Background: an optimization exercise with open tools, aiming at small area and a short achievable clock period. Do not read the settings as production practice. At most, simulation tests tie the RTL to the original design; equivalence was not proved. No activity file was given, so power comes from the tool's default toggle rates.

Setup of north:
==> flow/design.v <==
module FpAdd (
    input             iCLK,
    input      [26:0] iA,
    input      [26:0] iB,
    output reg [26:0] oSum
);
    wire [17:0] L;
    wire [16:0] Y;
    wire [5:0]  d;
    wire        flush, sub;
    wire [7:0]  L_e;
    wire        L_s;
    FpAdd_s1 u_s1 (.iA(iA), .iB(iB), .L(L), .Y(Y), .d(d), .flush(flush),
                   .sub(sub), .L_e(L_e), .L_s(L_s));
    reg [17:0] r_L;
    reg [16:0] r_Y;
    reg [5:0]  r_d;
    reg        r_flush;
    reg        r_sub;
    reg [7:0]  r_e;
    reg        r_s;
    always @(posedge iCLK) begin
        r_L     <= L;
        r_Y     <= Y;
        r_d     <= d;
        r_flush <= flush;
        r_sub   <= sub;
        r_e     <= L_e;
        r_s     <= L_s;
    end
    wire [20:0] sum;
    wire [4:0]  lz;
    wire        zero;
    FpAdd_s2 u_s2 (.L(r_L), .Y(r_Y), .d(r_d), .flush(r_flush), .sub(r_sub),
                   .L_e(r_e), .sum(sum), .lz(lz), .zero(zero));
    reg [20:0] q_sum;
    reg [4:0]  q_lz;
    reg [7:0]  q_e;
    reg        q_s;
    reg        q_zero;
    always @(posedge iCLK) begin
        q_sum  <= sum;
        q_lz   <= lz;
        q_e    <= r_e;
        q_s    <= r_s;
        q_zero <= zero;
    end
    wire [26:0] res;
    FpAdd_s3 u_s3 (.sum(q_sum), .lz(q_lz), .L_e(q_e), .sgn(q_s),
                   .zero(q_zero), .res(res));
    always @*
        oSum = res;
endmodule
module FpAdd_s1 (
    input  [26:0] iA,
    input  [26:0] iB,
    output [17:0] L,      
    output [16:0] Y,      
    output [5:0]  d,      
    output        flush,  
    output        sub,    
    output [7:0]  L_e,    
    output        L_s     
);
    wire        A_s = iA[26];
    wire [7:0]  A_e = iA[25:18];
    wire        B_s = iB[26];
    wire [7:0]  B_e = iB[25:18];
    wire pass = (A_e == 8'd0) | (B_e == 8'd0);
    wire [7:0]  dAB, dBA;
    wire        A_lt, B_lt;
    FpAdd_esub u_dAB (.a(A_e), .b(B_e), .d(dAB), .lt(A_lt));
    FpAdd_esub u_dBA (.a(B_e), .b(A_e), .d(dBA), .lt(B_lt));
    wire [7:0]  dd  = A_lt ? dBA : dAB;
    wire        tie = (A_e == B_e);
    wire A_larger = ~A_lt & (~tie | (iA[17:1] > iB[17:1]));
    assign L_s = A_larger ? A_s : B_s;
    assign L_e = A_lt ? B_e : A_e;
    assign L   = A_larger ? {iA[17:1], pass & iA[0]} : {iB[17:1], pass & iB[0]};
    assign Y   = A_larger ? iB[17:1] : iA[17:1];
    assign d     = dd[5:0];
    assign flush = pass | (dd > 8'd35);
    assign sub   = A_s ^ B_s;
endmodule
module FpAdd_esub (
    input  [7:0] a,
    input  [7:0] b,
    output [7:0] d,
    output       lt
);
    wire [7:0] p = a ^ ~b;
    reg  [8:0] G, P, Gn, Pn;
    integer k, m;
    always @* begin
        G = {a & ~b, 1'b1};
        P = {p, 1'b0};
        for (k = 1; k < 9; k = k * 2) begin
            Gn = G; Pn = P;
            for (m = k; m < 9; m = m + 1) begin
                Gn[m] = G[m] | (P[m] & G[m-k]);
                Pn[m] = P[m] & P[m-k];
            end
            G = Gn; P = Pn;
        end
    end
    assign d  = p ^ G[7:0];
    assign lt = ~G[8];
endmodule
module FpAdd_s2 (
    input  [17:0] L,
    input  [16:0] Y,
    input  [5:0]  d,
    input         flush,
    input         sub,
    input  [7:0]  L_e,
    output [20:0] sum,
    output reg [4:0] lz,
    output        zero
);
    wire [19:0] W = flush ? 20'd0 : ({1'b1, Y, 2'b00} >> d);
    reg  [15:0] M;
    integer i;
    always @*
        for (i = 0; i < 16; i = i + 1)
            M[i] = (d >= i + 3) & (d <= 6'd18);
    wire sticky = ~flush & (|(Y[15:0] & M) |
                            (d == 6'd19 & |Y[16:1]) |
                            (d >= 6'd20));
    wire [20:0] Lw  = {2'b01, L, 1'b0};
    wire [20:0] y   = {1'b0, W} ^ {21{sub}};
    wire        cin = sub & ~sticky;
    wire [20:0] p   = Lw ^ y;
    reg  [20:0] G, P, Gn, Pn;
    integer k, m;
    always @* begin
        G = Lw & y;
        P = p;
        for (k = 1; k < 21; k = k * 2) begin
            Gn = G; Pn = P;
            for (m = k; m < 21; m = m + 1) begin
                Gn[m] = G[m] | (P[m] & G[m-k]);
                Pn[m] = P[m] & P[m-k];
            end
            G = Gn; P = Pn;
        end
    end
    wire [20:0] c = {G[19:0] | (P[19:0] & {20{cin}}), cin};
    assign sum = p ^ c;
    integer j;
    always @* begin
        lz = 5'd21;
        for (j = 0; j < 21; j = j + 1)
            if (sum[j])
                lz = 5'd20 - j[4:0];
    end
    assign zero = (L_e == 8'd0) | (sum == 21'd0);
endmodule
module FpAdd_s3 (
    input  [20:0] sum,
    input  [4:0]  lz,
    input  [7:0]  L_e,
    input         sgn,
    input         zero,
    output [26:0] res
);
    wire [20:0] norm = sum << lz;
    wire [7:0] t = L_e + 8'd1;
    wire [4:0] e_lo;
    wire       e_b;
    FpAdd_sub5 u_elo (.a(t[4:0]), .b(lz), .d(e_lo), .lt(e_b));
    wire [7:0] e_out = {e_b ? t[7:5] - 3'd1 : t[7:5], e_lo};
    assign res = zero ? 27'd0 : {sgn, e_out, norm[19:2]};
endmodule
module FpAdd_sub5 (
    input  [4:0] a,
    input  [4:0] b,
    output [4:0] d,
    output       lt
);
    wire [4:0] p = a ^ ~b;
    reg  [5:0] G, P, Gn, Pn;
    integer k, m;
    always @* begin
        G = {a & ~b, 1'b1};
        P = {p, 1'b0};
        for (k = 1; k < 6; k = k * 2) begin
            Gn = G; Pn = P;
            for (m = k; m < 6; m = m + 1) begin
                Gn[m] = G[m] | (P[m] & G[m-k]);
                Pn[m] = P[m] & P[m-k];
            end
            G = Gn; P = Pn;
        end
    end
    assign d  = p ^ G[4:0];
    assign lt = ~G[5];
endmodule
==> flow/config.mk <==
export PLATFORM = sky130hd
export DESIGN_NAME = FpAdd
export DESIGN_NICKNAME = FpAdd
export VERILOG_FILES = /design/flow/design.v
export SDC_FILE = /design/flow/constraint.sdc
export NUM_CORES = 4
export LEC_CHECK = 0
export ABC_AREA = 1
export CAP_MARGIN = 20
export CORE_MARGIN = 2
export CORE_UTILIZATION = 40
export SLEW_MARGIN = 20
==> flow/constraint.sdc <==
create_clock -name core_clock -period 10.0 [get_ports {iCLK}]
set_input_delay 2.0000 -clock core_clock [delete_from_list [all_inputs] [get_ports {iCLK}]]
set_output_delay 2.0000 -clock core_clock [all_outputs]
set_load 0.01 [all_outputs]
standard.sh (not shown) runs the stock make flow with config.mk's settings and CLKGATE_MAP_FILE= SYNTH_SCRIPT=/design/flow/synth_recipe.tcl, a recipe that flattens the netlist after the stock synthesis.
==> flow/flow/run.sh <==
#!/bin/bash
# Standard ORFS layout, with two changes: the port buffers are buf_2 cells
# instead of the delay-buffer cell buffer_ports picks by default, and
# repair_timing aims for 5.6 ns of setup slack.
export BUFFER_PORTS_ARGS="-buffer_cell sky130_fd_sc_hd__buf_2"
export SETUP_SLACK_MARGIN=5.6
bash standard.sh > standard.log 2>&1
The final layout from north, which completed every stage, passed the timing, design-rule and antenna checks at the end of the flow.
Here is what was changed in the inputs of south compared with north.
--- a/flow/design.v
+++ b/flow/design.v
@@ -76,13 +76,13 @@
     wire A_larger = ~A_lt & (~tie | (iA[17:1] > iB[17:1]));
     assign L_s = A_larger ? A_s : B_s;
     assign L_e = A_lt ? B_e : A_e;
     assign L   = A_larger ? {iA[17:1], pass & iA[0]} : {iB[17:1], pass & iB[0]};
     assign Y   = A_larger ? iB[17:1] : iA[17:1];
     assign d     = dd[5:0];
-    assign flush = pass | (dd > 8'd35);
+    assign flush = pass | (A_lt ? (dBA > 8'd35) : (dAB > 8'd35));
     assign sub   = A_s ^ B_s;
 endmodule
 module FpAdd_esub (
     input  [7:0] a,
     input  [7:0] b,
     output [7:0] d,
Findings:
- Post-synthesis compound-gate area fraction, south and north, lower one = south.
- south vs. north: met3 layer wire length in the routed design lost about 3%; post-layout net count higher; met1 layer wirelength in the final routing increased 9.5%; via count rose by 3.5%; leakage power figure rose by about 3.6%.
- Worst setup margin ended up 19 ps higher on south than on north.
- Between north and south, the flow reports combinational power increasing by more than 10%.
Only the layout flow was run in south; the RTL was not checked for function there.

==> port drivers added, routing unchanged <==
In the flow no input, the clock included, has a driving cell. The finished layouts below were timed again as built, in two steps. Step 1 assumes that a clkbuf_16 drives the clock port and a buf_2 every other input. Step 2 moves the port delays by t, midway between the first and last clock arrival at a register: inputs arrive t later, outputs are due t later. That takes back most of the time a late clock gives input paths. Slacks: no drivers / after step 1 / after step 2; pairs: no drivers / after step 1.
run	shift t [ns]	setup slack, ns	worst setup path at the end	worst data-port slew with drivers (ns)
north	0.393	5.730 / 5.685 / 5.437	input to register	0.05
south	0.385	5.750 / 5.708 / 5.531	input to register	0.04
After both steps setup and hold are still met in every run listed. For north, which loses most, drivers alone change the setup slack by -0.045 ns; drivers and shift together by -0.293 ns.
